Background: an optimization exercise with open tools, aiming at small area. Do not read the settings as production practice. Only simulation tests tie the RTL to the original design; equivalence was not proved. Power and IR drop assume default switching activity.

==> flow/design.v (excerpt) <==
module Gshare_branch_predictor(
    input clk,
    input rst_n,
    input  predict_valid,
    input  [6:0] predict_pc,
    output predict_taken,
    output [6:0] predict_history,
    input train_valid,
    input train_taken,
    input train_mispredicted,
    input [6:0] train_history,
    input [6:0] train_pc
);
    reg [6:0] GHR;
    reg [127:0] p;    
    reg [127:0] qn;   
    reg pht_valid;    
    always @(posedge clk or negedge rst_n) begin
        if (!rst_n)
            pht_valid <= 1'b0;
        else
            pht_valid <= 1'b1;
    end
    wire [6:0] predict_index = predict_pc ^ GHR;
    wire [6:0] train_index   = train_pc ^ train_history;
    wire [15:0] predict_col = 16'd1 << predict_index[3:0];
    wire [7:0]  predict_rows;
    genvar r;
    generate
        for (r = 0; r < 8; r = r + 1) begin : g_predict_row
            gshare_sel16 u (.d(p[16*r+15:16*r]), .s(predict_col), .y(predict_rows[r]));
        end
    endgenerate
    assign predict_taken = pht_valid & predict_rows[predict_index[6:4]];
    assign predict_history = GHR;
    always @(posedge clk or negedge rst_n) begin
        if (!rst_n)
            GHR <= 7'b0;
        else if (train_valid && train_mispredicted)
            GHR <= {train_history[5:0], train_taken};
        else if (predict_valid)
            GHR <= {GHR[5:0], predict_taken};
    end
    wire [3:0] col_lo_n  = ~(4'd1 << train_index[1:0]);
    wire [3:0] col_hi_n  = ~(4'd1 << train_index[3:2]);
    wire [3:0] row_lo_n  = ~(4'd1 << train_index[5:4]);
  ...
Size: ~1300 cells after synthesis, ~260 flip-flops, roughly 35 I/O pins, roughly 0.011 mm² of cells after synthesis.
clock: 7.0 ns
lec_check: 0
cap_margin: 5
core_margin: 2
core_utilization: 68
slew_margin: 5
synth_hierarchical: 1
synth_minimum_keep_size: 0
standard.sh (not shown) runs the stock make flow with config.mk's settings and CLKGATE_MAP_FILE= SYNTH_SCRIPT=/design/flow/synth_recipe.tcl, a recipe that flattens the netlist after the stock synthesis.
==> flow/flow/run.sh <==
#!/bin/bash
# Own layout flow: the standard ORFS flow (standard.sh), with
#  - synthesis mapped by an area-oriented ABC script (flow/area.abc) instead of
#    ORFS's speed script; everything else in the synthesis is the standard flow's script,
#  - ports buffered with the smallest buffer,
#  - a clock tree built from smaller clock buffers without dummy loads.
# Each tool's output goes to a log file in this folder (and ORFS's own logs
# under orfs/logs).
set -euo pipefail
W=$(pwd)
export AREA_ABC_SCRIPT=$W/flow/area.abc

# The standard flow's synthesis script with ABC's -script argument replaced
{
  head -n 1 synth_recipe.tcl
  cat <<'TCL'
proc abc {args} {
  set i [lsearch -exact $args -script]
  if { $i >= 0 } { set args [lreplace $args $i [expr { $i + 1 }] -script $::env(AREA_ABC_SCRIPT)] }
  yosys abc {*}$args
}
TCL
  tail -n +2 synth_recipe.tcl
} > area_synth.tcl
sed "s|synth_recipe.tcl|area_synth.tcl|g" standard.sh > area_standard.sh

bash area_standard.sh \
  "BUFFER_PORTS_ARGS=-buffer_cell sky130_fd_sc_hd__buf_1" \
  "CTS_ARGS=-sink_clustering_enable -repair_clock_nets -dont_use_dummy_load -buf_list sky130_fd_sc_hd__clkbuf_8 -sink_clustering_size 18 -sink_clustering_max_diameter 70" \
  finish > make.log 2>&1
==> flow/flow/area.abc <==
strash
&get -n
&st
&synch2
&put
dch -f
amap
The first run produced a clean layout.
Then changed:
--- a/flow/flow/run.sh
+++ b/flow/flow/run.sh
@@ -29 +29 @@
-  "CTS_ARGS=-sink_clustering_enable -repair_clock_nets -dont_use_dummy_load -buf_list sky130_fd_sc_hd__clkbuf_8 -sink_clustering_size 18 -sink_clustering_max_diameter 70" \
+  "CTS_ARGS=-sink_clustering_enable -repair_clock_nets -dont_use_dummy_load -buf_list sky130_fd_sc_hd__clkbuf_8 -sink_clustering_size 16 -sink_clustering_max_diameter 80" \
CORE_UTILIZATION = 60   (was 68)
The new run completed with no timing, DRC or antenna violations. Register-to-register slack improved by 60 ps. Routed wire length hardly moves. Utilization falls by 8.6 points. Global-route usage falls by 4.2 points. Worst setup slack hardly moves. Via count falls by 2.8%. Clock power rises by 5.1%. Synthesized area does not change.

-- re-timing with driven ports --
No port has a modelled driver above. Below, the same layouts with a new extraction and two added sets of constraints.
Step 1 assumes that a clkbuf_16 drives the clock port and a buf_2 every other input.
Step 2 also shifts input and output timing later by t, the mid clock arrival at the registers, as if the neighbouring blocks saw the same clock.
Three values: no drivers, after step 1, after step 2; two values: the first two.
run | shift t [ns] | setup WS [ns] | hold slack, ns | worst setup path after step 2 | clock arrival spread, ns
the first run | 0.553 | 1.283 / 1.260 / 1.260 | 0.487 / 0.487 / 0.487 | input to output | 0.038 / 0.039
the second run | 0.568 | 1.281 / 1.257 / 1.257 | 0.485 / 0.485 / 0.485 | input to output | 0.041 / 0.041
After both steps every run listed still meets setup and hold. For the second run, which loses most, drivers alone change the setup slack by -0.024 ns; drivers and shift together by -0.024 ns.
